From an optimization exercise on the open Yosys and OpenROAD flow, aimed at small area; shortcuts taken in it are not production practice.
In this exercise RTL edits were held to simulation tests only and were not proved equivalent to the original.
The clock cells of run 6 come from the design's own scripts or RTL, not from TritonCTS.
No driver is modelled on the clock port, so clock power and skew are understated where the tree is cut down; a real chip needs a root buffer or a tree.
Power figures rest on the tool's default switching activity, not on a simulated workload.

===== design/flow/run.sh =====
#!/bin/bash
# synth_recipe.tcl (not shown) runs the flow's synth.tcl, then flattens the netlist and writes it again
# the make line also repeats each setting of config.mk as NAME=value (left out here)
make -C /OpenROAD-flow-scripts/flow DESIGN_CONFIG=/design/flow/config.mk WORK_HOME=/design/flow/orfs CLKGATE_MAP_FILE= SYNTH_SCRIPT=/design/flow/synth_recipe.tcl finish

===== design/flow/config.mk =====
export PLATFORM = sky130hd
export DESIGN_NAME = Simon
export DESIGN_NICKNAME = Simon
export VERILOG_FILES = /design/flow/design.v
export SDC_FILE = /design/flow/constraint.sdc
export NUM_CORES = 4
export LEC_CHECK = 0
export CAP_MARGIN = 20
export CORE_MARGIN = 2
export CORE_UTILIZATION = 40
export SLEW_MARGIN = 20

===== design/flow/constraint.sdc =====
create_clock -name core_clock -period 10.0 [get_ports {clk}]
set_input_delay 2.0000 -clock core_clock [delete_from_list [all_inputs] [get_ports {clk}]]
set_output_delay 2.0000 -clock core_clock [all_outputs]
set_load 0.01 [all_outputs]

===== design/flow/design.v =====
`timescale 1ns / 1ns
module Debounce(
    output level_out,
    input clk,
    input rst_n,       
    input n_reset,     
    input button_in
    );
reg DB_out;
   parameter N = 11 ;
   reg  [N-1 : 0]  delaycount_reg;
   reg  [N-1 : 0]  delaycount_next;
   reg DFF1, DFF2;
   wire q_add;
   wire q_reset;
reg  delay_reg ;  
       always @ ( posedge clk )
       begin
           if(n_reset ==  0)  
               begin
                   DFF1 <= 1'b0;
                   DFF2 <= 1'b0;
                   delay_reg  <=  1'b0;
                   delaycount_reg <= { N {1'b0} };
               end
           else
               begin
                   DFF1 <= button_in;
                   DFF2 <= DFF1;
                   delaycount_reg <= delaycount_next;
                   delay_reg  <=  DB_out; 
               end
       end
   assign q_reset = (DFF1  ^ DFF2);  
   assign  q_add = ~(delaycount_reg[N-1]);  
   always @ ( q_reset, q_add, delaycount_reg)
       begin
           case( {q_reset , q_add})
               2'b00 :
                       delaycount_next <= delaycount_reg;
               2'b01 :
                       delaycount_next <= delaycount_reg + 1;
               default :
                       delaycount_next <= { N {1'b0} };
           endcase
       end
   always @ ( posedge clk )
       begin
           if(rst_n == 1'b0)
                   DB_out <= 1'b0;
           else if(delaycount_reg[N-1] == 1'b1)
                   DB_out <= DFF2;
           else
                   DB_out <= DB_out;
       end
   assign  level_out  =  (delay_reg)  &  (~DB_out);
endmodule
`timescale 1ns / 1ps
module Random_number_generator(
    output [7:0]    bit_gen_sequence,
    input           clock,
    input           rst_n,     
    input           enable,    
    input           start      
    );
reg [7:0] ran_bits;
reg [7:0] bit_gen_reg;
always @(posedge clock) begin
    if(rst_n == 0) begin
        ran_bits    <= 0;
        bit_gen_reg <= 0;
        end
    else begin
    if(ran_bits == 8'hff) 
        ran_bits    <= 0;
    else 
        ran_bits    <= ran_bits + 1;
    if((start == 0) && (enable == 1)) 
        bit_gen_reg <= ran_bits;   
    end
    end
assign bit_gen_sequence = bit_gen_reg;
endmodule
`timescale 1ns / 1ps
module Display_flash_bits #(
    parameter W = 11                 
    )(
    output [1:0]    led_flash,
    output          display_done,
    input           clock,
    input           rst_n,           
    input           enable,
    input  [2:0]    bit_count,
    input  [7:0]    bit_gen
    );
reg [3:0]   i;
reg [W-1:0] j;
reg [1:0]   led_stat;
reg         done;
assign led_flash    = led_stat;
assign display_done = done;
always @(posedge clock) begin
    if(rst_n == 0) begin
        led_stat    <= 2'b00;
        i           <= 0;
        j           <= 0;
        done        <= 0;
        end
    else if(enable == 1) begin
        if(i > bit_count) begin
            done        <= 1;
            led_stat    <= 2'b00;
            i           <= i;
            end
        else begin
            if (j < {W{1'b1}}) begin
                j       <= j + 1;
                if(j[W-1] == 1) begin
                    if(bit_gen[i] == 1)
                        led_stat    <= 2'b01;   
                    else if(bit_gen[i] == 0)
                        led_stat    <= 2'b10;    
                    end
                else
                    led_stat        <= 2'b00;
                end
            else if(j >= {W{1'b1}}) begin
                i       <= i + 1;
                j       <= 0;
                end
            done    <= 0;
            end
        end
    else if (enable == 0) begin
        led_stat    <= 2'b00;
        i           <= 0;
        done        <= 0;
        end
    end
endmodule
module Display_message #(
    parameter W = 13,                
    parameter S = 6                  
    )(
    output [3:0]    an_stat,
    output [6:0]    seg_stat,
    output          display_finish,   
    input           clock,
    input           rst_n,           
    input           start,           
    input           result           
    );
reg [W-1:0] i;    
reg [3:0]   an_reg;
reg [6:0]   seg_reg;
reg         finish;
assign an_stat          = an_reg;
assign seg_stat         = seg_reg;
assign display_finish   = finish;
always @(posedge clock) begin
    if(rst_n == 0 || start == 0) begin
        an_reg  <= 4'b1111;
        seg_reg <= 7'b1111111;
        i       <= 0;
        finish  <= 0;
        end
    else if(start == 1) begin
        if(i < {W{1'b1}}) begin
            case(i[S+1:S])
                2'b00:  begin
                    an_reg          <= 4'b0111;
                    if(result == 0)     
                        seg_reg     <= 7'b1000111;
                    else
                        seg_reg     <= 7'b0011001;
                    end
                2'b01:  begin
                    an_reg          <= 4'b1011;
                    if(result == 0)
                        seg_reg     <= 7'b1000000;
                    else
                        seg_reg     <= 7'b0000110;
                    end
                2'b10:  begin
                    an_reg          <= 4'b1101;
                    if(result == 0)
                        seg_reg     <= 7'b0010010;
                    else
                        seg_reg     <= 7'b0001000;
                    end
                2'b11:  begin
                    an_reg          <= 4'b1110;
                    if(result == 0)
                        seg_reg     <= 7'b0000110;
                    else
                        seg_reg     <= 7'b0001001;
                    end
                default:begin
                    an_reg          <= 4'b1111;
                    seg_reg         <= 7'b1111111;
                    end
                endcase
            i       <= i + 1;
            finish  <= 0;
            end
        else begin
            an_reg  <= 4'b1111;
            seg_reg <= 7'b1111111;
            finish  <= 1;
            i       <= i;
            end
        end
    end
 endmodule
`timescale 1ns / 1ps
module Simon(
    output [3:0]    an,
    output [6:0]    seg,
    output [15:0]   led,
    input  [3:0]    sw,
    input           clk,
    input           btnR,      
    input           btnL,      
    input           btnC       
    );
wire        right_pressed;
wire        left_pressed;
wire        center_pressed;
reg         resetC;
reg         resetR;
reg         resetL;
wire [7:0]  ran_gen;
reg  [7:0]  bit_gen;
reg         ran_enable;
wire [1:0]  led_flash;
wire        flash_done;
reg         flash_enable;
reg         correct;
reg         correct_reg;
wire [3:0]  an_stat;
wire [6:0]  seg_stat;
wire        display_finish;
reg         display_start;
reg  [2:0]  round;
reg  [2:0]  nround;
reg  [2:0]  count;
reg  [2:0]  ncount;
reg  [1:0]  state;
reg  [1:0]  nstate;
reg  [15:0] led_reg;
wire        rst_n = sw[3];
wire [1:0]  state_next = rst_n ? nstate : 2'b00;
assign      led = led_reg;
assign      an  = an_stat;
assign      seg = seg_stat;
wire        run_C = rst_n && (state == 2'd0) && (state_next == 2'd0);
wire        run_R = rst_n && (state == 2'd2) && (state_next == 2'd2);
wire        run_L = run_R;
Debounce                    DR(right_pressed, clk, rst_n, run_R, btnR);
Debounce                    DL(left_pressed, clk, rst_n, run_L, btnL);
Debounce                    DC(center_pressed, clk, rst_n, run_C, btnC);
Random_number_generator     RNG(ran_gen, clk, rst_n, ran_enable, center_pressed);
Display_flash_bits          DB(led_flash, flash_done, clk, rst_n, flash_enable, round, bit_gen);
Display_message             DM(an_stat, seg_stat, display_finish, clk, rst_n, display_start, correct_reg);
always @(posedge clk) begin
    if (sw[3] == 0) begin
        state           <= 2'b00;
        round           <= 3'b000;
        count           <= 3'b000;
        bit_gen         <= 8'h00;
        correct_reg     <= 1'b1;
        end
    else begin
        state           <= nstate;
        round           <= nround;
        count           <= ncount;
        if (state == 0 && center_pressed == 1)
            bit_gen     <= ran_gen;
        if (state == 0 || state == 2)
            correct_reg <= correct;
        end
    end
always @* begin
    nstate              = state;
    nround              = round;
    ncount              = count;
    resetC              = 0;
    resetR              = 0;
    resetL              = 0;
    ran_enable          = 0;
    correct             = correct_reg;
    flash_enable        = 0;
    display_start       = 0;
    led_reg [5:4]       = led_flash;
    led_reg [3]         = 1'b0;
    if (sw[0] == 1)     led_reg [15:8]  = ran_gen;
    else                led_reg [15:8]  = 0;
    if (sw[1] == 1)     led_reg [7:6]   = state;
    else                led_reg [7:6]   = 0;
    if (sw[2] == 1)     led_reg [2:0]   = round;
    else                led_reg [2:0]   = count;
    case (state)
        0: begin
            nround              = 0;
            ncount              = 0;
            resetC              = 1;
            resetR              = 0;
            resetL              = 0;
            ran_enable          = 1;
            correct             = 1;
            flash_enable        = 0;
            display_start       = 0;
            if (center_pressed == 1) begin
                nstate          = 1;
                end
            else begin
                ran_enable      = 1;
                end
            end
        1: begin
            nround              = round;
            ncount              = 0;
            resetC              = 0;
            resetR              = 0;
            resetL              = 0;
            ran_enable          = 0;
            flash_enable        = 1;
            display_start       = 0;
            if (flash_done == 1) begin
                nstate          = 2;
                end
            else
                nstate          = 1;
            end
        2: begin
            nround              = round;
            ncount              = count;
            resetC              = 0;
            resetR              = 1;
            resetL              = 1;
            ran_enable          = 0;
            flash_enable        = 0;
            display_start       = 0;
            correct             = 1;
            if ((right_pressed == 1 && bit_gen[count] == 0) || (left_pressed == 1 && bit_gen[count] == 1)) begin
                correct         = 0;
                nstate          = 3;
                end
            else if (right_pressed == 0 && left_pressed == 0)
                nstate          = 2;
            else if (count == round) begin
                if (round == 7) begin
                    correct     = 1;
                    nstate      = 3;
                    end
                else begin
                    nround      = round + 1;
                    nstate      = 1;
                    end
                end
            else begin
                ncount          = count + 1;
                nstate          = 2;
                end
            end
        3: begin
            resetC              = 0;
            resetR              = 0;
            resetL              = 0;
            ran_enable          = 0;
            flash_enable        = 0;
            display_start       = 1;
            if (display_finish == 1) begin
                nstate          = 0;
                end
            else
                nstate          = 3;
            end
        endcase
    end
endmodule

==> results of run 1 <==
[critical path, cell delays in order]
cell             delay, ns
clkdlybuf4s50_1       0.52
mux2_2                0.35
clkdlybuf4s50_1       0.49
[per-stage QoR]
stage | instances | total power, mW | worst slack [ns] | area, sq um
finish | 803 | 1.18 | 4.64 | 6390
global route | 802 | 1.22 | 4.60 | 6390
CTS | 801 | 1.19 | 4.64 | 6380
detailed placement | 769 | 0.548 | 4.65 | 5750
global placement | 769 | 0.547 | 4.67 | 5750
floorplan | 582 | 0.536 | 5.66 | 5300
[cell families (layout without fill, tap and decap cells)]
family                   count (synthesis)  after routing
adder cells (fa/ha/maj)                 13             13
buffers and inverters                   33             77
AND/OR/NAND/NOR                        278            278
other                                    1              2
AO/OA/AOI/OAI                           42             42
flip-flops                             121            121
multiplexers                            31             31
XOR/XNOR                                63             63
[metal layers]
metal	track usage	part of all wire
met4	0.0759	0.019
met1	0.195	0.49
met3	0.0421	0.057
met5	0	0
met2	0.227	0.43
[worst paths after layout]
path                               start                           to  slack (ns)  cells past startpoint
max                                sw[2]                       led[1]        4.64                      3
min          DB.led_stat[0]$_SDFFE_PP0N_  DB.led_stat[0]$_SDFFE_PP0N_        0.46                      2
max reg2reg        round[1]$_SDFFE_PN0P_         DB.j[4]$_SDFFE_PN0P_        7.32                      8
min reg2reg  DB.led_stat[0]$_SDFFE_PP0N_  DB.led_stat[0]$_SDFFE_PP0N_        0.46                      2
[synth_stat cells, drive strengths merged, types with 4 or more instances]
master,instances
buf,7
ha,13
dfxtp,121
and3,13
xor2,26
nor2,84
o21ai,8
a21oi,7
xnor2,37
nand2,69
and2,30
mux2,4
clkbuf,17
nand4,8
a21boi,8
o211ai,4
nor2b,21
inv,9
nor3,14
mux2i,24
nand4b,4
nand3,20
[power by group through the flow]
stage | Sequential, mW | Combinational, mW | Clock, mW
after global routing | 0.498 | 0.0454 | 0.677
final | 0.497 | 0.0405 | 0.640
after global placement | 0.507 | 0.0398 | 0
after detailed placement | 0.507 | 0.0406 | 0
after floorplan | 0.503 | 0.0322 | 0
after CTS | 0.497 | 0.0410 | 0.656
[cell type report]
type	count	area, sq um	share of cell area
Antenna cell	1	2.50	0.000391
Clock buffer	25	526	0.0822
Clock inverter	7	110	0.0172
Inverter	9	33.8	0.00528
Multi-Input combinational cell	428	2730	0.426
Sequential cell	121	2420	0.379
Tap cell	176	220	0.0344
Timing Repair Buffer	36	353	0.0552
==> flow_metrics.tcl, run 1 <==
set metrics [dict create \
    outcome "complete, no violations" \
    post_cts_buffers 0 \
    slew_viol_final 0 \
    max-slew-margin-rel 0.302 \
    worstPathRequired_ns 8.00 \
    num_rows 42 \
    io_buffers 33 \
    tightest_slew_ns 1.04 \
    die_x_microns 119 \
    comb_power_share 0.034 \
    clk_pin_slew_ns 0.05 \
    htree_levels 4 \
    ys.flop_type "dfxtp_1" \
    gp_congestion 0.817 \
    drc 0 \
    setup_violations 0 \
    cts_hold_buf 0 \
    syn-num-nets 603 \
    layout_min_cycle_time_ns 5.36 \
    yosysUniqueCellTypes 52 \
    regMostFlops "DM.i" \
    hold_slack_ns 0.459 \
    vdd_ir_drop_max_v 0.000111 \
    overflow 0 \
    power_density_nw_per_um2 184 \
    p_switching_mw 0.233 \
    ys_warn_count 5 \
    syn_inst 582 \
    nets 634 \
    fin_skew_ns 0.00623 \
    power.leakage_nw 2.33 \
    maxCapViolations 0 \
    endpoint_kind "output pin" \
    hold_viol 0 \
    cp-start-kind "input pin" \
    final_core_util 0.489 \
    drtIter0Drc 259 \
    grt_start_max_net_pins 41 \
    crit_fanout 3 \
    yosysSeqAreaShare 0.457 \
    synth_area_leaders "dfxtp_1 (46%), xnor2_1 (6.1%), nor2_1 (5.9%)" \
    crit_type "input pin to output pin" \
    postCtsResizedCells 0 \
    synth.area.mux_share 0.0689 \
    clockPowerShare 0.543 \
    grt_pass1_vias 3682 \
    first_pass_iters 4 \
    synth_adder_area_share 0.0307 \
    worst_ep_arrival_time_ns 3.36 \
    min_period_over_period 0.536 \
    hold_path.class "flop to flop" \
    seqPwrFrac 0.422 \
    power.internal_mw 0.944 \
    grt.total_usage 0.150 \
    wl_mm 9.90 \
    cts_tree "built" \
    ys_ff_latch 121 \
    vias_per_cell 4.86 \
    root_buffer "clkbuf_16" \
    mostFrequentLayoutCell "dfxtp_1" \
    pin_count 35 \
    syn-cell-area_sq_um 5300 \
    fmax_mhz 187 \
    antenna_found_initial 0 \
    fin_setup_tns_ns 0 \
    async_reset_ff_frac 0 \
    cts_max_path_buffers 2 \
    area_growth_pct 20.6 \
    insertion_delay_ns 0.41 \
    coreArea_sq_um 13100 \
    num_vias 3899 \
    grt_pass1_wl_mm 17.2 \
    syn_area_per_cell_sq_um 9.11 \
    avgRoutedWirePerCell_microns 12.3 \
    swShare 0.198 \
    synth-edff-count 0 \
    dieHeight_microns 119 \
    yosys.area_share.simple 0.254 \
    cts_made_buffers 17 \
    final_cell_mix "dfxtp_1 (121), nor2_1 (84), nand2_1 (68)" \
    synth_top_family_by_area "simple AND/OR/NAND/NOR gates" \
    nFillCells 1215 \
    dieArea_sq_um 14200 \
    largest_reg_flops 13 \
    yosysTopAreaCellShare 0.457 \
    rsz0062_at_grt "false" \
    start_util 0.405 \
    yosysTopAreaCell "dfxtp_1" \
    ant_nets 0 \
    synth-compound-area-share 0.0555 \
    yosys.area_share.xor_xnor 0.104 \
    cts.sinks 121 \
    drive_gt1_frac 0.0895 \
    dpl.hpwl_mm 6.62 \
]
==> inputs of run 2 (changes only) <==
==> design/flow/design.v (replaced) <==
`timescale 1ns / 1ps
module Simon(
    output [3:0]    an,
    output [6:0]    seg,
    output [15:0]   led,
    input  [3:0]    sw,
    input           clk,
    input           btnR,      
    input           btnL,      
    input           btnC       
    );
wire        rst_n = sw[3];
reg  [1:0]  state;
reg  [2:0]  round;
reg  [2:0]  count;
reg  [7:0]  ran;
reg  [7:0]  seq;
reg  [10:0] t;
reg  [10:0] t2;
reg         s1, s2, dly;
reg         s1l, s2l, q;
reg         dbr, dbl;
wire        st0 = (state == 2'd0);
wire        st1 = (state == 2'd1);
wire        st2 = (state == 2'd2);
wire        st3 = (state == 2'd3);
wire [14:0] x = {t2[3:0], t};
wire        cp = dly & ~q;       
wire        rp = dly & ~dbr;     
wire        lp = q & ~dbl;       
wire        bitc   = seq[count];
wire        wrong  = (rp & ~bitc) | (lp & bitc);
wire        anyp   = rp | lp;
wire        last   = (count == round);
wire        done   = (x[14:11] == {1'b0, round} + 4'd1);
wire        finish = ~x[14] & ~x[13] & (&x[12:0]);
reg  [1:0]  nstate;
always @* begin
    case (state)
        2'd0: nstate = cp ? 2'd1 : 2'd0;
        2'd1: nstate = done ? 2'd2 : 2'd1;
        2'd2: nstate = wrong ? 2'd3 :
                       (!anyp || !last) ? 2'd2 :
                       (round == 3'd7) ? 2'd3 : 2'd1;
        default: nstate = finish ? 2'd0 : 2'd3;
    endcase
end
wire        chg  = ~rst_n | (nstate != state);
wire        fill = rst_n & nstate[0];           
wire        run  = ~chg & ~state[0];            
wire        inc1 = state[0] | ~t[10];
wire        clr1 = ~state[0] & (s1 ^ s2);
wire        inc2 = state[0] ? (&t) : ~t2[10];
wire        clr2 = ~state[0] & (s1l ^ s2l);
always @(posedge clk) begin
    if (chg)        t <= {11{fill}};
    else if (clr1)  t <= 11'd0;
    else            t <= t + inc1;
    if (chg)        t2 <= {fill & ~wrong, 6'd0, {4{fill}}};
    else if (clr2)  t2 <= 11'd0;
    else            t2 <= t2 + inc2;
    s1  <= run & (state[1] ? btnR : btnC);
    s2  <= run & s1;
    dly <= run & (state[1] ? dbr : q);
    s1l <= run & btnL;
    s2l <= run & s1l;
    q   <= rst_n & (st2 ? (run & dbl) : st0 ? (t[10] ? s2 : q) : 1'b0);
    dbr <= rst_n & ((st2 & t[10]) ? s2 : dbr);
    dbl <= rst_n & ((st2 & t2[10]) ? s2l : dbl);
    if (!rst_n) begin
        ran     <= 8'd0;
        seq     <= 8'd0;
        state   <= 2'd0;
        round   <= 3'd0;
        count   <= 3'd0;
    end else begin
        ran     <= ran + 8'd1;
        if (st0 & ~cp)
            seq <= ran;
        state   <= nstate;
        case (state)
            2'd0: begin
                round <= 3'd0;
                count <= 3'd0;
            end
            2'd1: count <= 3'd0;
            2'd2: if (anyp & ~wrong) begin
                if (last) begin
                    if (round != 3'd7) round <= round + 3'd1;
                end else
                    count <= count + 3'd1;
            end
            default: ;
        endcase
    end
end
wire        lit = st1 & x[10] & ~x[14];
wire        fb  = seq[x[13:11]];
wire        act = st3 & ~x[14] & ~x[13] & ~(&x[12:0]);
wire        res = t2[10];
reg  [3:0]  an_d;
reg  [6:0]  seg_d;
always @* begin
    case (x[7:6])
        2'b00: begin an_d = 4'b0111; seg_d = res ? 7'b0011001 : 7'b1000111; end
        2'b01: begin an_d = 4'b1011; seg_d = res ? 7'b0000110 : 7'b1000000; end
        2'b10: begin an_d = 4'b1101; seg_d = res ? 7'b0001000 : 7'b0010010; end
        default: begin an_d = 4'b1110; seg_d = res ? 7'b0001001 : 7'b0000110; end
    endcase
end
assign an         = act ? an_d : 4'b1111;
assign seg        = act ? seg_d : 7'b1111111;
assign led[15:8]  = sw[0] ? seq : 8'd0;
assign led[7:6]   = sw[1] ? state : 2'd0;
assign led[5:4]   = {lit & ~fb, lit & fb};
assign led[3]     = 1'b0;
assign led[2:0]   = sw[2] ? round : count;
endmodule
==> run 2 against run 1 <==
Still clean. Clock power decreased by 79%. Critical path depth unchanged. Design area decreased by 44%. Via count decreased by 39%. Register-to-register slack got worse by 0.22 ns. Utilization decreased by 1.8 points. Critical endpoint unchanged.
==> flow_metrics.tcl, run 2 <==
set metrics [dict create \
    syn-num-nets 349 \
    num_rows 32 \
    synth.area.mux_share 0.0929 \
    ys_top_cells_by_count "dfxtp_1 (54), nand2_1 (28), and2_1 (23), nand3_1 (21), xnor2_1 (21)" \
    drc 0 \
    setup_ws_ns 4.63 \
    reg_top3 "t2 (11), t (11)" \
    dp_slack_ns 4.64 \
    nFillCells 759 \
    outcome "complete, no violations" \
    power_density_nw_per_um2 107 \
    mostFrequentLayoutCell "dfxtp_1" \
    insertion_delay_ns 0.32 \
    synth_area_leaders "dfxtp_1 (34%), xnor2_1 (5.9%), o41ai_2 (4.7%)" \
    yosysTopAreaCellShare 0.344 \
    synth_top_family_by_area "simple AND/OR/NAND/NOR gates" \
    overflow 0 \
    dieArea_sq_um 8570 \
    die_x_microns 92.6 \
    worst_ep_arrival_time_ns 3.37 \
    drive_gt1_frac 0.104 \
    antenna_found_initial 0 \
    yosysMostFrequentCell "dfxtp_1" \
    coreArea_sq_um 7650 \
    start_util 0.410 \
    ant_nets 0 \
    fin_skew_ns 0.0130 \
    final_cell_mix "dfxtp_1 (54), clkdlybuf4s50_1 (32), nand2_1 (28)" \
    avgRoutedWirePerCell_microns 14.1 \
    rsz0062_at_grt "false" \
    fin_setup_tns_ns 0 \
    grt.total_usage 0.160 \
    postCtsResizedCells 0 \
    setup_violations 0 \
    maxCapViolations 0 \
    endpoint_kind "output pin" \
    synth-compound-area-share 0.119 \
    synth_adder_area_share 0.0319 \
    power.leakage_nw 1.27 \
    cts_made_buffers 5 \
    pin_count 35 \
    fmax_mhz 186 \
    root_buffer "clkbuf_8" \
    cts_tree "built" \
    clk_pin_slew_ns 0.11 \
    min_period_over_period 0.537 \
    dpl.hpwl_mm 4.61 \
    post_cts_buffers 0 \
    hold_path.class "flop to flop" \
    grt_start_max_net_pins 31 \
    yosysTopAreaCell "dfxtp_1" \
    syn_inst 333 \
    wl_mm 6.46 \
    yosys.area_share.xor_xnor 0.103 \
    antenna_cells 0 \
    worstPathRequired_ns 8.00 \
    cts_max_path_buffers 2 \
    vias_per_cell 5.22 \
    async_reset_ff_frac 0 \
    grt_pass1_wl_mm 11.1 \
    syn_area_per_cell_sq_um 9.42 \
    grt_pass1_vias 2280 \
    num_vias 2396 \
    ys_ff_latch 54 \
    area_growth_pct 14.7 \
    nets 372 \
    io_buffers 33 \
    crit_type "input pin to output pin" \
    gp_congestion 0.773 \
    layout_min_cycle_time_ns 5.37 \
    slew_viol_final 0 \
    yosysSeqAreaShare 0.344 \
    hold_viol 0 \
    max-slew-margin-rel 0.368 \
    ys.flop_type "dfxtp_1" \
    tightest_slew_ns 0.944 \
    power_mw 0.386 \
    vdd_ir_drop_max_v 0.0000618 \
    first_pass_iters 4 \
    synth-edff-count 0 \
    cts_hold_buf 0 \
    yosysUniqueCellTypes 52 \
    htree_levels 2 \
    seq_area_sq_um 1080 \
    syn-cell-area_sq_um 3140 \
    dieHeight_microns 92.6 \
    cts.sinks 54 \
    cp-start-kind "input pin" \
    ys_warn_count 1 \
    yosys.area_share.simple 0.266 \
    multi_input_area_sq_um 1930 \
    drtIter0Drc 121 \
    crit_fanout 3 \
]
==> run 2: cell count changes in the layout (fill, tap and decap cells not counted), moves of 16 or more <==
cell	delta
xnor2_1	-16
clkbuf_16	-17
nor2_1	-68
dfxtp_1	-67
nand2_1	-40
==> run 2: metrics by stage <==
stage | hold WS [ns] | area [sq um] | utilization | cells
global route | 0.516 | 3600 | 0.471 | 459
detailed placement | 0.470 | 3510 | 0.459 | 451
global placement | 0.463 | 3510 | 0.459 | 451
finish | 0.491 | 3600 | 0.471 | 459
floorplan | 0.432 | 3140 | - | 333
CTS | 0.496 | 3600 | 0.471 | 459
==> run 2: worst paths after layout <==
check,startpoint,end,slack [ns],cells after the start
max,sw[2],led[1],4.63,3
min,s1l$_DFF_P_,s2l$_DFF_P_,0.49,1
max reg2reg,count[0]$_SDFFE_PN0P_,t[2]$_DFF_P_,7.10,6
min reg2reg,s1l$_DFF_P_,s2l$_DFF_P_,0.49,1
==> run 2: layer usage <==
metal	part of all wire	global-route usage	vias up
met5	0	0	-
met4	0.011	0.0410	0
met3	0.044	0.0260	5
met2	0.44	0.258	47
met1	0.50	0.223	1130
li1	-	-	1214
==> run 2: worst max-delay path, stage by stage <==
cell and delay, ns:
clkdlybuf4s50_1 0.53, mux2_2 0.35, clkdlybuf4s50_1 0.49
==> run 2: cell families (layout without fill, tap and decap cells) <==
group,Yosys count,after routing
AOI/OAI and AO/OA,39,39
and+or+nand+nor,146,146
DFF,54,54
other,1,1
adders and majority gates,8,8
xor gates and xnor gates,37,37
buffers and inverters,26,50
muxes,22,22
==> run 2: power by group <==
group	internal (mW)	switching (mW)	total (mW)
clock network	0.0526	0.0826	0.135
registers	0.219	0.00539	0.225
logic	0.0122	0.0138	0.0260
total	0.284	0.102	0.386
==> run 2: layout make-up <==
cell class / count / area share
multi-input combinational: 253 / 0.535
sequential: 54 / 0.300
timing repair buffer: 35 / 0.0945
tap: 102 / 0.0355
clock buffer: 5 / 0.0191
clock inverter: 3 / 0.00799
inverter: 7 / 0.00730
==> inputs of run 3 (changes only) <==
==> design/flow/flow/run.sh (new file) <==
#!/bin/bash
# Own layout flow: the standard layout (standard.sh) with three changes:
#  1. synthesis maps the logic with an area-oriented ABC script (flow/abc.script)
#     instead of ORFS's speed script; everything else in the synthesis
#     (synth_recipe.tcl, ORFS synth.tcl) is unchanged, so registers keep their
#     names and cell types;
#  2. ports are buffered with sky130_fd_sc_hd__buf_1;
#  3. clock tree synthesis inserts no dummy loads.
# Each tool's output goes to a log file of its own in this folder.
set -euo pipefail
W=$(pwd)
F=$W/flow

sed 's#log_cmd abc {\*}$abc_args#log_cmd abc -script '"$F"'/abc.script {*}$lib_args {*}$lib_dont_use_args#' \
    "$FLOW_HOME/scripts/synth.tcl" > "$W/area_synth.tcl"
grep -q "$F/abc.script" "$W/area_synth.tcl"
sed "s#source \$::env(SCRIPTS_DIR)/synth.tcl#source $W/area_synth.tcl#" \
    "$W/synth_recipe.tcl" > "$W/area_synth_recipe.tcl"
grep -q "source $W/area_synth.tcl" "$W/area_synth_recipe.tcl"

sed -E "s#SYNTH_SCRIPT=[^ ']*synth_recipe.tcl#SYNTH_SCRIPT=$W/area_synth_recipe.tcl#" \
    "$W/standard.sh" > "$W/area_standard.sh"
grep -q "SYNTH_SCRIPT=$W/area_synth_recipe.tcl" "$W/area_standard.sh"

export BUFFER_PORTS_ARGS="-buffer_cell sky130_fd_sc_hd__buf_1"
CTS="-sink_clustering_enable -repair_clock_nets -dont_use_dummy_load"
if [[ -f "$F/cts_args" ]]; then CTS="$CTS $(cat "$F/cts_args")"; fi
export CTS_ARGS="$CTS"

bash "$W/area_standard.sh" > "$W/flow_make.log" 2>&1 || { tail -50 "$W/flow_make.log"; exit 1; }
tail -5 "$W/flow_make.log"
# copy each ORFS step log beside this script's log
mkdir -p "$W/flow_logs"
cp -r "$W"/orfs/logs/* "$W/flow_logs/" 2>/dev/null || true
test -f "$W/out/final.def"
==> design/flow/flow/abc.script (new file) <==
strash
dch
map -a
strash
dch
map -a
strash
dch
map -a
topo
==> design/flow/standard.sh (new file) <==
#!/bin/bash
# synth_recipe.tcl (not shown) runs the flow's synth.tcl, then flattens the netlist and writes it again
# the make line also repeats each setting of config.mk as NAME=value (left out here)
make -C /OpenROAD-flow-scripts/flow DESIGN_CONFIG=/design/flow/config.mk WORK_HOME=/design/flow/orfs CLKGATE_MAP_FILE= SYNTH_SCRIPT=/design/flow/synth_recipe.tcl "${@:-finish}"
removed: design/flow/run.sh
==> run 3 against run 2 <==
Design area shrank 19%. Highest routed layer unchanged. Sequential power is 22% higher. Largest power group unchanged. Setup slack better by 0.85 ns. Clock skew is 0.012 ns higher. Total power rose by 28%. Maximum frequency up 19%. Critical path depth increased by 1. Register-to-register slack about the same. Via count increased by 0.83%. Still clean. Routed wire length is 15% lower.
==> flow_metrics.tcl, run 3 <==
set metrics [dict create \
    outcome "complete, no violations" \
    fin_setup_tns_ns 0 \
    area_growth_pct 10.7 \
    cpPeakStageDelay_ns 0.16 \
    syn-cell-area_sq_um 2640 \
    io_buffers 33 \
    ant_nets 0 \
    overflow 0 \
    yosysSeqAreaShare 0.409 \
    ys.flop_type "dfxtp_1" \
    slew_viol_final 0 \
    wl_met3_microns 187 \
    multi_input_area_sq_um 1340 \
    crit_fanout 8 \
    htree_levels 2 \
    post_cts_buffers 0 \
    root_buffer "clkbuf_8" \
    ys_ff_latch 54 \
    start_util 0.414 \
    synth-edff-count 0 \
    fmax_mhz 221 \
    clk_pin_slew_ns 0.08 \
    fin_skew_ns 0.0247 \
    route.met2.wl_mm 2.44 \
    avgRoutedWirePerCell_microns 11.4 \
    top_layer "met4" \
    num_rows 29 \
    cts_tree "built" \
    dpl.hpwl_mm 4.16 \
    nets 423 \
    grt_pass1_vias 2089 \
    max-slew-margin-rel 0.595 \
    cp-start-kind "input pin" \
    antenna_found_initial 0 \
    cts_max_path_buffers 2 \
    hold_slack_ns 0.446 \
    cts_hold_buf 0 \
    cpMostUsedCell "buf_1" \
    path_delay_family "buffers and inverters" \
    syn-num-nets 384 \
    tightest_slew_ns 0.607 \
    vias_per_cell 5.01 \
    synth_area_leaders "dfxtp_1 (41%), o21ai_0 (8.3%), clkinv_1 (8.0%)" \
    wl_mm 5.52 \
    placed_area_sq_um 2860 \
    postCtsResizedCells 0 \
    drtIter0Drc 118 \
    vdd_ir_drop_max_v 0.0000926 \
    syn_inst 368 \
    ys_warn_count 1 \
    crit_type "input pin to output pin" \
    yosysTopAreaCellShare 0.409 \
    cts.sinks 54 \
    maxCapViolations 0 \
    power.leakage_nw 0.990 \
    grt_start_max_net_pins 19 \
    insertion_delay_ns 0.30 \
    num_vias 2416 \
    path_buf_inv 3 \
    grt.total_usage 0.155 \
    async_reset_ff_frac 0 \
    yosysUniqueCellTypes 25 \
    ys_top_cells_by_count "clkinv_1 (56), dfxtp_1 (54), nor2_1 (51), nand2_1 (44), o21ai_0 (44)" \
    syn_area_per_cell_sq_um 7.18 \
    die_x_microns 85.3 \
    rsz0062_at_grt "false" \
    nFillCells 672 \
    layout_min_cycle_time_ns 4.52 \
    first_pass_iters 4 \
    rrSetupSlack_ns 7.11 \
    antenna_cells 0 \
    critPathSlowestCell "clkinv_1" \
    hold_path.class "flop to flop" \
    yosysTopAreaCell "dfxtp_1" \
    dieArea_sq_um 7270 \
    path_cells "buf_1, clkinv_1, nor2_1, buf_1" \
    endpoint_kind "output pin" \
    grt_pass1_wl_mm 9.44 \
    cts_made_buffers 5 \
    pin_count 35 \
    worst_ep_arrival_time_ns 2.52 \
    setup_violations 0 \
    wl_met1_mm 2.86 \
    seq_area_sq_um 1080 \
    mostFrequentLayoutCell "clkinv_1" \
    power_density_nw_per_um2 169 \
    yosysMostFrequentCell "clkinv_1" \
    drc 0 \
    reg_top3 "t2 (11), t (11)" \
    coreArea_sq_um 6390 \
    final_cell_mix "clkinv_1 (56), dfxtp_1 (54), nor2_1 (51)" \
    gp_congestion 0.765 \
    drive_gt1_frac 0.0198 \
    min_period_over_period 0.452 \
    hold_viol 0 \
    dieHeight_microns 85.3 \
    stdcell_area_sq_um 2920 \
    worstPathRequired_ns 8.00 \
]
==> run 3: cells by family after synthesis <==
logic type / Yosys count / synth area share
AOI/OAI and AO/OA: 97 / 0.199
buffers and inverters: 57 / 0.0824
other: 1 / 0.00142
DFF: 54 / 0.409
adders and majority gates: 8 / 0.0379
xor gates and xnor gates: 14 / 0.0464
and+or+nand+nor: 137 / 0.223
==> run 3: power by group <==
part / internal [mW] / switching (mW)
clock network: 0.0454 / 0.0638
registers: 0.241 / 0.0337
logic: 0.0424 / 0.0682
==> run 3: worst paths after layout <==
| kind | startpoint | end | cells past startpoint |
|---|---|---|---|
| max | sw[0] | led[15] | 4 |
| min reg2reg | s1l$_DFF_P_ | s2l$_DFF_P_ | 2 |
| min | s1l$_DFF_P_ | s2l$_DFF_P_ | 2 |
| max reg2reg | t[7]$_DFF_P_ | t2[10]$_DFF_P_ | 17 |
==> run 3: per-layer routing <==
metal	vias up	track usage
met5	-	0
met4	0	0.0346
met3	2	0.0292
met2	34	0.249
met1	1062	0.217
li1	1318	-
==> run 3: stage by stage <==
| step | setup slack (ns) | util | power (mW) | cells |
|---|---|---|---|---|
| global route | 5.40 | 0.458 | 0.529 | 482 |
| CTS | 5.48 | 0.458 | 0.500 | 482 |
| finish | 5.48 | 0.458 | 0.495 | 482 |
| global placement | 5.51 | 0.447 | 0.388 | 477 |
| detailed placement | 5.48 | 0.447 | 0.391 | 477 |
| floorplan | 5.67 | - | 0.359 | 368 |
==> run 3: cell type report <==
cell class,count,share of cell area
Clock buffer,5,0.0235
Timing Repair Buffer,33,0.0424
Multi-Input combinational cell,257,0.460
Sequential cell,54,0.370
Tap cell,77,0.0329
Inverter,56,0.0719
==> run 3: worst min-delay path, stage by stage, from the launching register on <==
cell	delay (ns)
dfxtp_1	0.33
clkinv_1	0.05
nor2_1	0.03
==> inputs of run 4 (changes only) <==
==> design/flow/flow/cts_args (new file) <==
-buf_list sky130_fd_sc_hd__clkbuf_8 -root_buf sky130_fd_sc_hd__clkbuf_8 -sink_clustering_size 60 -sink_clustering_max_diameter 300
==> run 4 against run 3 <==
Largest cell class unchanged. Flip-flop and latch count did not move. Setup slack did not move. Worst hold slack did not move. Maximum frequency did not move. Critical endpoint unchanged. Total power did not move. Utilization did not move. Critical path type unchanged. Area after synthesis did not move. Clock-buffer cell count did not move. Register-to-register slack barely moved. Design area did not move.
==> flow_metrics.tcl, run 4 <==
set metrics [dict create \
    async_reset_ff_frac 0 \
    htree_levels 2 \
    layout_min_cycle_time_ns 4.52 \
    ant_nets 0 \
    path_cells "buf_1, clkinv_1, nor2_1, buf_1" \
    nFillCells 672 \
    hold_viol 0 \
    drtIter0Drc 118 \
    ys_warn_count 1 \
    setup_violations 0 \
    fin_skew_ns 0.0247 \
    critPathSlowestCell "clkinv_1" \
    yosysTopAreaCellShare 0.409 \
    fin_setup_tns_ns 0 \
    multi_input_area_sq_um 1340 \
    antenna_found_initial 0 \
    avgRoutedWirePerCell_microns 11.4 \
    synth_top_family_by_area "simple AND/OR/NAND/NOR gates" \
    ys_ff_latch 54 \
    yosys.area_share.simple 0.223 \
    dieArea_sq_um 7270 \
    area_growth_pct 10.7 \
    first_pass_iters 4 \
    synth_area_leaders "dfxtp_1 (41%), o21ai_0 (8.3%), clkinv_1 (8.0%)" \
    grt.total_usage 0.155 \
    worst_ep_arrival_time_ns 2.52 \
    syn_area_per_cell_sq_um 7.18 \
    hold_path.class "flop to flop" \
    grt_pass1_vias 2089 \
    wl_mm 5.52 \
    grt_start_max_net_pins 19 \
    final_core_util 0.458 \
    cpMostUsedCell "buf_1" \
    instances_no_fill 482 \
    post_cts_buffers 0 \
    coreArea_sq_um 6390 \
    grt_pass1_wl_mm 9.44 \
    dp_cells 477 \
    yosysTopAreaCell "dfxtp_1" \
    rsz0062_at_grt "false" \
    syn-num-nets 384 \
    mostFrequentLayoutCell "clkinv_1" \
    drive_gt1_frac 0.0198 \
    slew_viol_final 0 \
    final_cell_mix "clkinv_1 (56), dfxtp_1 (54), nor2_1 (51)" \
    ys_top_cells_by_count "clkinv_1 (56), dfxtp_1 (54), nor2_1 (51), nand2_1 (44), o21ai_0 (44)" \
    io_buffers 33 \
    crit_type "input pin to output pin" \
    root_buffer "clkbuf_8" \
    insertion_delay_ns 0.30 \
    worstPathRequired_ns 8.00 \
    worstHoldPathCells 2 \
    drc 0 \
    synth-edff-count 0 \
    clk_pin_slew_ns 0.08 \
    dieHeight_microns 85.3 \
    syn_inst 368 \
    synth.area.mux_share 0 \
    cts_max_path_buffers 2 \
    cts.sinks 54 \
    die_x_microns 85.3 \
    synth_adder_area_share 0.0379 \
    cts_hold_buf 0 \
    cts_tree "built" \
    start_util 0.414 \
    gp_congestion 0.765 \
    setup_ws_ns 5.48 \
    vdd_ir_drop_max_v 0.0000926 \
    outcome "complete, no violations" \
    maxCapViolations 0 \
    ys.flop_type "dfxtp_1" \
    num_vias 2416 \
    dpl.hpwl_mm 4.16 \
    reg_top3 "t2 (11), t (11)" \
    synth-compound-area-share 0.199 \
    power_density_nw_per_um2 169 \
    dp_slack_ns 5.48 \
    postCtsResizedCells 0 \
    syn-cell-area_sq_um 2640 \
    nets 423 \
    seq_area_sq_um 1080 \
    overflow 0 \
    cp-start-kind "input pin" \
    yosys.area_share.xor_xnor 0.0464 \
    antenna_cells 0 \
    tightest_slew_ns 0.607 \
    yosysSeqAreaShare 0.409 \
    cts_made_buffers 5 \
    fmax_mhz 221 \
    yosysMostFrequentCell "clkinv_1" \
    crit_fanout 8 \
    power.leakage_nw 0.990 \
    cpPeakStageDelay_ns 0.16 \
    reg2reg_depth 17 \
    vias_per_cell 5.01 \
    pin_count 35 \
    yosysUniqueCellTypes 25 \
    endpoint_kind "output pin" \
    min_period_over_period 0.452 \
    max-slew-margin-rel 0.595 \
    num_rows 29 \
]
[run 4: cell counts after synthesis]
Identical to the previous run, type by type.
[run 4: final cells by class]
class | instances | share of cell area
inverter | 56 | 0.0719
multi-input combinational | 257 | 0.460
tap | 77 | 0.0329
sequential | 54 | 0.370
timing repair buffer | 33 | 0.0424
clock buffer | 5 | 0.0235
[run 4: per-layer routing]
| metal | up-vias | routed length, microns | share of wire | GRT usage |
|---|---|---|---|---|
| met3 | 2 | 187 | 0.034 | 0.0292 |
| met4 | 0 | 24 | 0.0044 | 0.0346 |
| li1 | 1318 | - | - | - |
| met2 | 34 | 2440 | 0.44 | 0.249 |
| met5 | - | 0 | 0 | 0 |
| met1 | 1062 | 2860 | 0.52 | 0.217 |
[run 4: power by group]
| part | switching (mW) | total (mW) | internal [mW] |
|---|---|---|---|
| Sequential | 0.0337 | 0.275 | 0.241 |
| Combinational | 0.0682 | 0.111 | 0.0424 |
| Clock | 0.0638 | 0.109 | 0.0454 |
| Total | 0.166 | 0.495 | 0.329 |
[run 4: stage by stage]
step | instance area (sq um) | hold slack (ns) | power [mW]
6_report | 2920 | 0.446 | 0.495
5_1_grt | 2920 | 0.474 | 0.529
4_1_cts | 2920 | 0.447 | 0.500
3_5_place_dp | 2860 | 0.435 | 0.391
3_3_place_gp | 2860 | 0.429 | 0.388
2_1_floorplan | 2640 | 0.412 | 0.359
[run 4: kinds of logic (layout without fill, tap and decap cells)]
| logic type | count (synthesis) | count (layout) |
|---|---|---|
| AOI/OAI and AO/OA | 97 | 97 |
| xor gates and xnor gates | 14 | 14 |
| adders and majority gates | 8 | 8 |
| buffers and inverters | 57 | 94 |
| DFF | 54 | 54 |
| other | 1 | 1 |
| and+or+nand+nor | 137 | 137 |
[run 4: final timing paths]
path	start	to	slack (ns)
worst max-delay path	sw[0]	led[15]	5.48
worst max register to register	t[7]$_DFF_P_	t2[10]$_DFF_P_	7.11
worst min register to register	s1l$_DFF_P_	s2l$_DFF_P_	0.45
worst min-delay path	s1l$_DFF_P_	s2l$_DFF_P_	0.45
[run 4: worst max-delay path: cells and delay by family]
kind                   cells  cell delay [ns]
AND/OR/NAND/NOR            1             0.13
buffers and inverters      3             0.39
==> inputs of run 5 (changes only) <==
--- a/design/flow/design.v
+++ b/design/flow/design.v
@@ -14,6 +14,6 @@
 reg  [2:0]  round;
 reg  [2:0]  count;
-reg  [7:0]  ran;
-reg  [7:0]  seq;
+reg  [7:0]  ran_n;       
+reg  [7:0]  seq_n;       
 reg  [10:0] t;
 reg  [10:0] t2;
@@ -29,6 +29,7 @@
 wire        rp = dly & ~dbr;     
 wire        lp = q & ~dbl;       
-wire        bitc   = seq[count];
-wire        wrong  = (rp & ~bitc) | (lp & bitc);
+wire [2:0]  bsel   = state[1] ? count : x[13:11];
+wire        bitn   = seq_n[bsel];      
+wire        wrong  = (rp & bitn) | (lp & ~bitn);
 wire        anyp   = rp | lp;
 wire        last   = (count == round);
@@ -47,15 +48,14 @@
 end
 wire        chg  = ~rst_n | (nstate != state);
-wire        fill = rst_n & nstate[0];           
+wire        fill = rst_n & ~state[0];           
 wire        run  = ~chg & ~state[0];            
-wire        inc1 = state[0] | ~t[10];
 wire        clr1 = ~state[0] & (s1 ^ s2);
-wire        inc2 = state[0] ? (&t) : ~t2[10];
+wire        inc2 = ~state[0] | (&t);
 wire        clr2 = ~state[0] & (s1l ^ s2l);
 always @(posedge clk) begin
     if (chg)        t <= {11{fill}};
     else if (clr1)  t <= 11'd0;
-    else            t <= t + inc1;
-    if (chg)        t2 <= {fill & ~wrong, 6'd0, {4{fill}}};
+    else            t <= t + 11'd1;
+    if (chg)        t2 <= {~state[0] & ~wrong, 6'd0, {4{~state[0]}}};
     else if (clr2)  t2 <= 11'd0;
     else            t2 <= t2 + inc2;
@@ -69,13 +69,13 @@
     dbl <= rst_n & ((st2 & t2[10]) ? s2l : dbl);
     if (!rst_n) begin
-        ran     <= 8'd0;
-        seq     <= 8'd0;
+        ran_n   <= 8'hff;
+        seq_n   <= 8'hff;
         state   <= 2'd0;
         round   <= 3'd0;
         count   <= 3'd0;
     end else begin
-        ran     <= ran + 8'd1;
+        ran_n   <= ran_n - 8'd1;
         if (st0 & ~cp)
-            seq <= ran;
+            seq_n <= ran_n;
         state   <= nstate;
         case (state)
@@ -96,5 +96,4 @@
 end
 wire        lit = st1 & x[10] & ~x[14];
-wire        fb  = seq[x[13:11]];
 wire        act = st3 & ~x[14] & ~x[13] & ~(&x[12:0]);
 wire        res = t2[10];
@@ -111,7 +110,7 @@
 assign an         = act ? an_d : 4'b1111;
 assign seg        = act ? seg_d : 7'b1111111;
-assign led[15:8]  = sw[0] ? seq : 8'd0;
+assign led[15:8]  = sw[0] ? ~seq_n : 8'd0;
 assign led[7:6]   = sw[1] ? state : 2'd0;
-assign led[5:4]   = {lit & ~fb, lit & fb};
+assign led[5:4]   = {lit & bitn, lit & ~bitn};
 assign led[3]     = 1'b0;
 assign led[2:0]   = sw[2] ? round : count;
removed: design/flow/flow/cts_args
==> run 5 against run 4 <==
Utilization fell by 0.28 points. Design area is 2.3% lower. Still clean on timing, DRC and antenna. Largest power group unchanged. Highest routed layer unchanged. Clock power is essentially flat. Flip-flop and latch count unchanged.
==> flow_metrics.tcl, run 5 <==
set metrics [dict create \
    outcome "complete, no violations" \
    endpoint_kind "output pin" \
    fin_skew_ns 0.0187 \
    start_util 0.410 \
    synth.area.mux_share 0.00437 \
    min_period_over_period 0.477 \
    power_density_nw_per_um2 155 \
    seq_area_sq_um 1080 \
    dieHeight_microns 84.2 \
    reg_top3 "t2 (11), t (11)" \
    coreArea_sq_um 6280 \
    worstPathRequired_ns 8.00 \
    fin_setup_tns_ns 0 \
    antenna_cells 0 \
    ant_nets 0 \
    dpl.hpwl_mm 4.32 \
    slew_viol_final 0 \
    yosys.area_share.simple 0.225 \
    reg2reg_depth 17 \
    path_buf_inv 3 \
    cts.sinks 54 \
    power.leakage_nw 0.984 \
    area_growth_pct 10.9 \
    yosysSeqAreaShare 0.420 \
    cts_max_path_buffers 2 \
    syn-cell-area_sq_um 2570 \
    antenna_found_initial 0 \
    synth_area_leaders "dfxtp_1 (42%), nand2_1 (7.7%), clkinv_1 (7.6%)" \
    hold_path.class "flop to flop" \
    dieArea_sq_um 7100 \
    syn_inst 354 \
    hold_start "ran_n[0]$_SDFF_PN1_" \
    drc 0 \
    syn_area_per_cell_sq_um 7.27 \
    cp-startpoint "state[1]$_SDFF_PN0_" \
    io_buffers 33 \
    path_delay_family "simple AND/OR/NAND/NOR gates" \
    crit_fanout 11 \
    grt.total_usage 0.165 \
    yosysMostFrequentCell "dfxtp_1" \
    cts_made_buffers 5 \
    syn-num-nets 369 \
    final_core_util 0.455 \
    cpPeakStageDelay_ns 0.58 \
    nFillCells 666 \
    multi_input_area_sq_um 1290 \
    num_vias 2344 \
    final_cell_mix "dfxtp_1 (54), nand2_1 (53), clkinv_1 (52)" \
    crit_type "flop to output pin" \
    ys_ff_latch 54 \
    setup_violations 0 \
    synth_top_family_by_area "simple AND/OR/NAND/NOR gates" \
    yosysTopAreaCellShare 0.420 \
    htree_levels 2 \
    gp_congestion 0.798 \
    ys.flop_type "dfxtp_1" \
    clk_pin_slew_ns 0.09 \
    nets 408 \
    maxCapViolations 0 \
    critPathSlowestCell "dfxtp_1" \
    cpMostUsedCell "nor2_1" \
    fmax_mhz 210 \
    synth-compound-area-share 0.202 \
    regToRegStartpoint "state[1]$_SDFF_PN0_" \
    mostFrequentLayoutCell "dfxtp_1" \
    async_reset_ff_frac 0 \
    grt_pass1_vias 2064 \
    vias_per_cell 5.01 \
    yosys.area_share.xor_xnor 0.0340 \
    ys_top_cells_by_count "dfxtp_1 (54), nand2_1 (53), clkinv_1 (52), nor2_1 (47), o21ai_0 (36)" \
    vdd_ir_drop_max_v 0.0000581 \
    rsz0062_at_grt "false" \
    num_rows 29 \
    worst_ep_arrival_time_ns 2.77 \
    synth_adder_area_share 0.0340 \
    first_pass_iters 4 \
    grt_start_max_net_pins 22 \
    cts_hold_buf 0 \
    cts_tree "built" \
    post_cts_buffers 0 \
    die_x_microns 84.2 \
    worstHoldPathCells 1 \
    avgRoutedWirePerCell_microns 12.2 \
    ys_warn_count 1 \
    crit_cells 10 \
    layout_min_cycle_time_ns 4.77 \
    drtIter0Drc 87 \
    wl_mm 5.71 \
    yosysTopAreaCell "dfxtp_1" \
    max-slew-margin-rel 0.543 \
    insertion_delay_ns 0.31 \
    tightest_slew_ns 0.686 \
    hold_viol 0 \
    grt_pass1_wl_mm 9.63 \
    pin_count 35 \
    synth-edff-count 0 \
    postCtsResizedCells 0 \
    root_buffer "clkbuf_8" \
    drive_gt1_frac 0.0307 \
    yosysUniqueCellTypes 31 \
    cp-start-kind "flop" \
    path_cells "clkinv_1, nor2_1, nor2_1, o21ai_0, a21oi_1, or3b_2, nand2_1, clkinv_1, nor2_1, buf_1" \
    overflow 0 \
]
-- run 5: changes by cell type after synthesis, sizes merged, moves of 3 or more --
cell / previous run / this run
a21oi: 35 / 31
clkinv: 56 / 52
nand2: 44 / 53
nand3: 15 / 11
nor2: 51 / 47
o21ai: 44 / 36
xnor2: 7 / 4
-- run 5: per-layer routing --
metal / GRT usage / vias up / part of all wire
met2: 0.249 / 41 / 0.42
met5: 0 / - / 0
met4: 0.0440 / 0 / 0.011
met3: 0.0354 / 5 / 0.038
met1: 0.240 / 1019 / 0.53
li1: - / 1279 / -
-- run 5: power by group --
group	switching, mW	total [mW]	internal, mW	leakage, nW
clock network	0.0662	0.112	0.0454	0.0359
registers	0.0214	0.254	0.233	0.440
logic	0.0479	0.0755	0.0276	0.508
total	0.136	0.441	0.306	0.984
-- run 5: path summary, 6_finish.rpt --
| check | endpoint | slack, ns |
|---|---|---|
| worst max-delay path | led[4] | 5.23 |
| worst min-delay path | ran_n[0]$_SDFF_PN1_ | 0.40 |
| worst max register to register | t[10]$_DFF_P_ | 5.88 |
| worst min register to register | ran_n[0]$_SDFF_PN1_ | 0.40 |
-- run 5: layout make-up --
class                   count  area share
flip-flops and latches     54       0.378
repair buffers             33      0.0434
clock buffers               5      0.0241
multi-input cells         247       0.452
well taps                  77      0.0337
inverters                  52      0.0683
-- run 5: kinds of logic (layout without fill, tap and decap cells) --
logic type / Yosys count / count (layout)
and+or+nand+nor: 136 / 136
AOI/OAI and AO/OA: 92 / 92
DFF: 54 / 54
buffers and inverters: 53 / 90
xor gates and xnor gates: 10 / 10
adders and majority gates: 7 / 7
other: 1 / 1
muxes: 1 / 1
-- run 5: per-stage QoR --
step	instances	cell area (sq um)	hold WS, ns	power, mW	worst slack (ns)
final	468	2860	0.396	0.441	5.23
after detailed placement	463	2790	0.378	0.334	5.37
after CTS	468	2860	0.401	0.444	5.25
after floorplan	354	2570	0.362	0.312	5.66
after global routing	468	2860	0.412	0.466	4.95
after global placement	463	2790	0.373	0.333	5.38
==> inputs of run 6 (changes only) <==
--- a/design/flow/flow/run.sh
+++ b/design/flow/flow/run.sh
@@ -6,5 +6,8 @@
 #     names and cell types;
 #  2. ports are buffered with sky130_fd_sc_hd__buf_1;
-#  3. clock tree synthesis inserts no dummy loads.
+#  3. clock tree synthesis inserts no dummy loads, or, when flow/one_clk_buf
+#     names a buffer cell, flow/cts_hook.tcl replaces the clock tree with
+#     a few such buffers (flow/one_clk_n of them, default 2), each driving
+#     the clock pins of one cluster of registers.
 # Each tool's output goes to a log file of its own in this folder.
 set -euo pipefail
@@ -27,4 +30,11 @@
 if [[ -f "$F/cts_args" ]]; then CTS="$CTS $(cat "$F/cts_args")"; fi
 export CTS_ARGS="$CTS"
+if [[ -f "$F/one_clk_buf" ]]; then
+  export PRE_CTS_TCL="$F/cts_hook.tcl"
+  export ONE_CLK_NET=clk
+  export ONE_CLK_BUF="$(cat "$F/one_clk_buf")"
+  export ONE_CLK_N=2
+  if [[ -f "$F/one_clk_n" ]]; then ONE_CLK_N="$(cat "$F/one_clk_n")"; fi
+fi
 
 bash "$W/area_standard.sh" > "$W/flow_make.log" 2>&1 || { tail -50 "$W/flow_make.log"; exit 1; }
==> design/flow/flow/abc.script (replaced) <==
strash
&get -n
&deepsyn -T 20
&put
&get -n
&st
&dch -f
&nf -a -R 1000
&put
topo
==> design/flow/flow/cts_hook.tcl (new file) <==
# Sourced by ORFS's cts.tcl (PRE_CTS_TCL) just before it calls
# clock_tree_synthesis. The design has few registers, so instead of a
# buffer tree the clock port drives ONE_CLK_N clock buffers (ONE_CLK_BUF),
# each placed at the centre of a cluster of registers (k-means on the
# placed register positions) and driving the clock pins of that cluster.
# The rest of cts.tcl (legalisation, timing repair, outputs) runs unchanged.
proc clock_tree_synthesis { args } {
  set db [ord::get_db]
  set block [ord::get_db_block]
  set clk [$block findNet $::env(ONE_CLK_NET)]
  set master [$db findMaster $::env(ONE_CLK_BUF)]
  set k $::env(ONE_CLK_N)
  set sinks {}
  foreach it [$clk getITerms] {
    set bb [[$it getInst] getBBox]
    lappend sinks [list $it [expr { ([$bb xMin] + [$bb xMax]) / 2.0 }] \
      [expr { ([$bb yMin] + [$bb yMax]) / 2.0 }]]
  }
  set n [llength $sinks]
  # initial centres: sinks spread along x
  set sorted [lsort -real -index 1 $sinks]
  set cx {}
  set cy {}
  for { set c 0 } { $c < $k } { incr c } {
    set s [lindex $sorted [expr { int(($c + 0.5) * $n / $k) }]]
    lappend cx [lindex $s 1]
    lappend cy [lindex $s 2]
  }
  for { set iter 0 } { $iter < 20 } { incr iter } {
    set assign {}
    foreach s $sinks {
      set best 0
      set bd 1e30
      for { set c 0 } { $c < $k } { incr c } {
        set d [expr { abs([lindex $s 1] - [lindex $cx $c]) + abs([lindex $s 2] - [lindex $cy $c]) }]
        if { $d < $bd } {
          set bd $d
          set best $c
        }
      }
      lappend assign $best
    }
    for { set c 0 } { $c < $k } { incr c } {
      set sx 0.0
      set sy 0.0
      set m 0
      foreach s $sinks a $assign {
        if { $a == $c } {
          set sx [expr { $sx + [lindex $s 1] }]
          set sy [expr { $sy + [lindex $s 2] }]
          incr m
        }
      }
      if { $m > 0 } {
        lset cx $c [expr { $sx / $m }]
        lset cy $c [expr { $sy / $m }]
      }
    }
  }
  for { set c 0 } { $c < $k } { incr c } {
    set buf [odb::dbInst_create $block $master clkbuf_${c}_clk]
    set net [odb::dbNet_create $block clknet_${c}_clk]
    $net setSigType CLOCK
    set m 0
    foreach s $sinks a $assign {
      if { $a == $c } {
        set it [lindex $s 0]
        $it disconnect
        $it connect $net
        incr m
      }
    }
    [$buf findITerm A] connect $clk
    [$buf findITerm X] connect $net
    $buf setLocation [expr { int([lindex $cx $c]) }] [expr { int([lindex $cy $c]) }]
    $buf setPlacementStatus PLACED
    puts "clock buffer clkbuf_${c}_clk ($::env(ONE_CLK_BUF)) drives $m clock pins"
  }
  set_propagated_clock [all_clocks]
}
==> design/flow/flow/one_clk_buf (new file) <==
sky130_fd_sc_hd__clkbuf_16
--- a/design/flow/config.mk
+++ b/design/flow/config.mk
@@ -8,4 +8,4 @@
 export CAP_MARGIN = 20
 export CORE_MARGIN = 2
-export CORE_UTILIZATION = 40
+export CORE_UTILIZATION = 70
 export SLEW_MARGIN = 20
==> run 6 against run 5 <==
Worst hold slack improved by 0.055 ns. Via count decreased by 9.5%. Sequential share of layout area increased by 2.1 points. Global-route usage increased by 8.1 points. Combinational power decreased by 68%. Register-to-register slack got worse by 0.21 ns. Setup slack got worse by 0.030 ns. Critical path type unchanged. Largest power group unchanged.
==> flow_metrics.tcl, run 6 <==
set metrics [dict create \
    num_vias 2121 \
    ys.flop_type "dfxtp_1" \
    final_cell_mix "dfxtp_1 (54), buf_1 (33), nand2_1 (20)" \
    dieHeight_microns 63.5 \
    dpl.hpwl_mm 3.64 \
    multi_input_area_sq_um 1340 \
    num_rows 21 \
    ys_top_cells_by_count "dfxtp_1 (54), nand2_1 (20), o21ai_0 (19), a21oi_1 (15)" \
    seq_area_sq_um 1080 \
    tightest_slew_ns 0.870 \
    coreArea_sq_um 3360 \
    gp_congestion 0.848 \
    postCtsResizedCells 0 \
    fin_setup_tns_ns 0 \
    worst_hold_path.endpoint "ran_n[0]$_SDFF_PN1_" \
    fmax_mhz 209 \
    overflow 0 \
    async_reset_ff_frac 0 \
    syn_inst 272 \
    vdd_ir_drop_max_v 0.000110 \
    reg2reg_depth 11 \
    antenna_found_initial 0 \
    insertion_delay_ns 0.17 \
    min_period_over_period 0.480 \
    yosysTopAreaCellShare 0.436 \
    reg_top3 "t2 (11), t (11)" \
    setup_ws_ns 5.20 \
    clk_pin_slew_ns 0.11 \
    cp-start-kind "flop" \
    ys_ff_latch 54 \
    yosysSeqAreaShare 0.436 \
    synth-edff-count 0 \
    r2r-end "seq_n[6]$_SDFFE_PN1P_" \
    power.leakage_nw 0.947 \
    rrSetupSlack_ns 5.67 \
    dp_cells 350 \
    power_mw 0.344 \
    post_cts_buffers 0 \
    ys_warn_count 1 \
    wl_mm 4.99 \
    ant_nets 0 \
    layout_min_cycle_time_ns 4.80 \
    syn-cell-area_sq_um 2480 \
    cts_hold_buf 0 \
    dieArea_sq_um 4030 \
    hold_start "ran_n[0]$_SDFF_PN1_" \
    maxCapViolations 0 \
    antenna_cells 0 \
    dp_slack_ns 5.39 \
    yosysTopAreaCell "dfxtp_1" \
    drc 0 \
    grt_pass1_wl_mm 8.48 \
    crit_fanout 9 \
    pin_count 35 \
    first_pass_iters 4 \
    max-slew-margin-rel 0.417 \
    die_x_microns 63.5 \
    nets 323 \
    worstHoldPathCells 1 \
    yosysMostFrequentCell "dfxtp_1" \
    outcome "complete, no violations" \
    grt.total_usage 0.247 \
    mostFrequentLayoutCell "dfxtp_1" \
    drtIter0Drc 131 \
    regToRegStartpoint "state[1]$_SDFF_PN0_" \
    grt_pass1_vias 1921 \
    synth_area_leaders "dfxtp_1 (44%), o21ai_0 (3.8%), ha_1 (3.5%)" \
    nFillCells 242 \
    fin_skew_ns 0.0131 \
    drive_gt1_frac 0.0131 \
    cp-startpoint "t[0]$_DFF_P_" \
    syn_area_per_cell_sq_um 9.12 \
    avgRoutedWirePerCell_microns 14.2 \
    rsz0062_at_grt "false" \
    endpoint_kind "output pin" \
    grt_start_max_net_pins 32 \
    instances_no_fill 352 \
    worstPathRequired_ns 8.00 \
    hold_viol 0 \
    syn-num-nets 287 \
    power_density_nw_per_um2 127 \
    vias_per_cell 6.03 \
    yosysUniqueCellTypes 35 \
    area_growth_pct 9.03 \
    hold_path.class "flop to flop" \
    io_buffers 33 \
    crit_type "flop to output pin" \
    worst_ep_arrival_time_ns 2.80 \
    setup_violations 0 \
    start_util 0.737 \
    slew_viol_final 0 \
]
[run 6: changes by cell type in the layout (fill, tap and decap cells not counted), sizes merged, moves of 4 or more]
| cell | change |
|---|---|
| a21oi | -16 |
| and2 | +5 |
| and3 | +9 |
| and4 | +4 |
| clkinv | -38 |
| mux2i | +7 |
| nand2 | -33 |
| nand2b | +7 |
| nor2 | -36 |
| nor2b | +9 |
| o21ai | -17 |
| o22a | +8 |
| or3 | +4 |
| xnor2 | +5 |
[run 6: cells by family after synthesis]
kind of cell,Yosys count,synth area share
other,1,0.00151
and+or+nand+nor,101,0.218
xor gates and xnor gates,14,0.0494
buffers and inverters,15,0.0242
DFF,54,0.436
adders and majority gates,7,0.0353
AOI/OAI and AO/OA,67,0.171
muxes,13,0.0646
[run 6: worst max path at each step]
stage	endpoint	slack (ns)	cells after the start
5_1_grt	an[3]	4.96	9
3_3_place_gp	led[2]	5.42	3
2_1_floorplan	an[3]	5.60	8
4_1_cts	an[3]	5.20	9
6_report	an[3]	5.20	9
3_5_place_dp	led[1]	5.39	3
[run 6: metal layers]
layer	up-vias	global-route usage	share of wire
met5	-	0	0
met3	8	0.0107	0.036
met1	997	0.328	0.48
met2	51	0.451	0.47
li1	1065	-	-
met4	0	0.0380	0.014
[run 6: area by class of cell]
class | count | share of cell area
buffer | 2 | 0.0185
inverter | 14 | 0.0194
multi-input combinational | 203 | 0.495
sequential | 54 | 0.400
tap | 46 | 0.0213
timing repair buffer | 33 | 0.0458
[run 6: power breakdown]
| part | internal (mW) | switching, mW | total (mW) |
|---|---|---|---|
| registers | 0.221 | 0.00785 | 0.229 |
| clock network | 0.0370 | 0.0542 | 0.0912 |
| logic | 0.0104 | 0.0135 | 0.0239 |
[run 6: critical path, stage by stage, from the launching register on]
cell	delay, ns
dfxtp_1	0.35
ha_1	0.25
and4_1	0.24
and3_1	0.21
and3_1	0.21
and3_1	0.23
a31oi_1	0.52
clkinv_1	0.17
or3_1	0.32
buf_1	0.13
[run 6: per-stage QoR]
step                hold WS [ns]  instance area (sq um)   util
floorplan                  0.395                   2480      -
global placement           0.411                   2650  0.789
detailed placement         0.429                   2650  0.789
CTS                        0.454                   2700  0.804
global route               0.480                   2700  0.804
finish                     0.451                   2700  0.804

static timing again, ports no longer ideal:
No port has a modelled driver above. Below, the same layouts with a new extraction and two added sets of constraints.
Step 1 sets driving cells, clkbuf_16 on the clock port and buf_2 on the other inputs (assumed; they add their load-dependent delay and slew).
Step 2 adds t to the input delays and takes it off the output delays; t is the mean of the earliest and latest rising clock arrival at the registers after step 1. Input paths then give back, and output paths get back, about the clock's delay inside the block.
Slacks: ideal ports / drivers / drivers and shift; pairs: ideal ports / drivers.
| run | t (ns) | setup WS [ns] | worst setup path at the end | clock arrival spread, ns | worst register clock-pin slew, ns |
|---|---|---|---|---|---|
| run 1 | 0.447 | 4.640 / 4.521 / 4.521 | input to output | 0.006 / 0.007 | 0.05 / 0.05 |
| run 2 | 0.343 | 4.632 / 4.605 / 4.605 | input to output | 0.013 / 0.013 | 0.11 / 0.11 |
| run 3 | 0.317 | 5.484 / 5.456 / 5.456 | input to output | 0.025 / 0.025 | 0.10 / 0.10 |
| run 4 | 0.317 | 5.484 / 5.456 / 5.456 | input to output | 0.025 / 0.025 | 0.10 / 0.10 |
| run 5 | 0.331 | 5.235 / 5.204 / 5.350 | input to output | 0.019 / 0.018 | 0.10 / 0.10 |
| run 6 | 0.210 | 5.204 / 5.156 / 5.366 | register to output | 0.013 / 0.014 | 0.11 / 0.11 |
After both steps setup and hold are still met in every run listed. The setup slack of run 1, which loses most, moves by -0.119 ns with the drivers and by -0.119 ns with both steps.
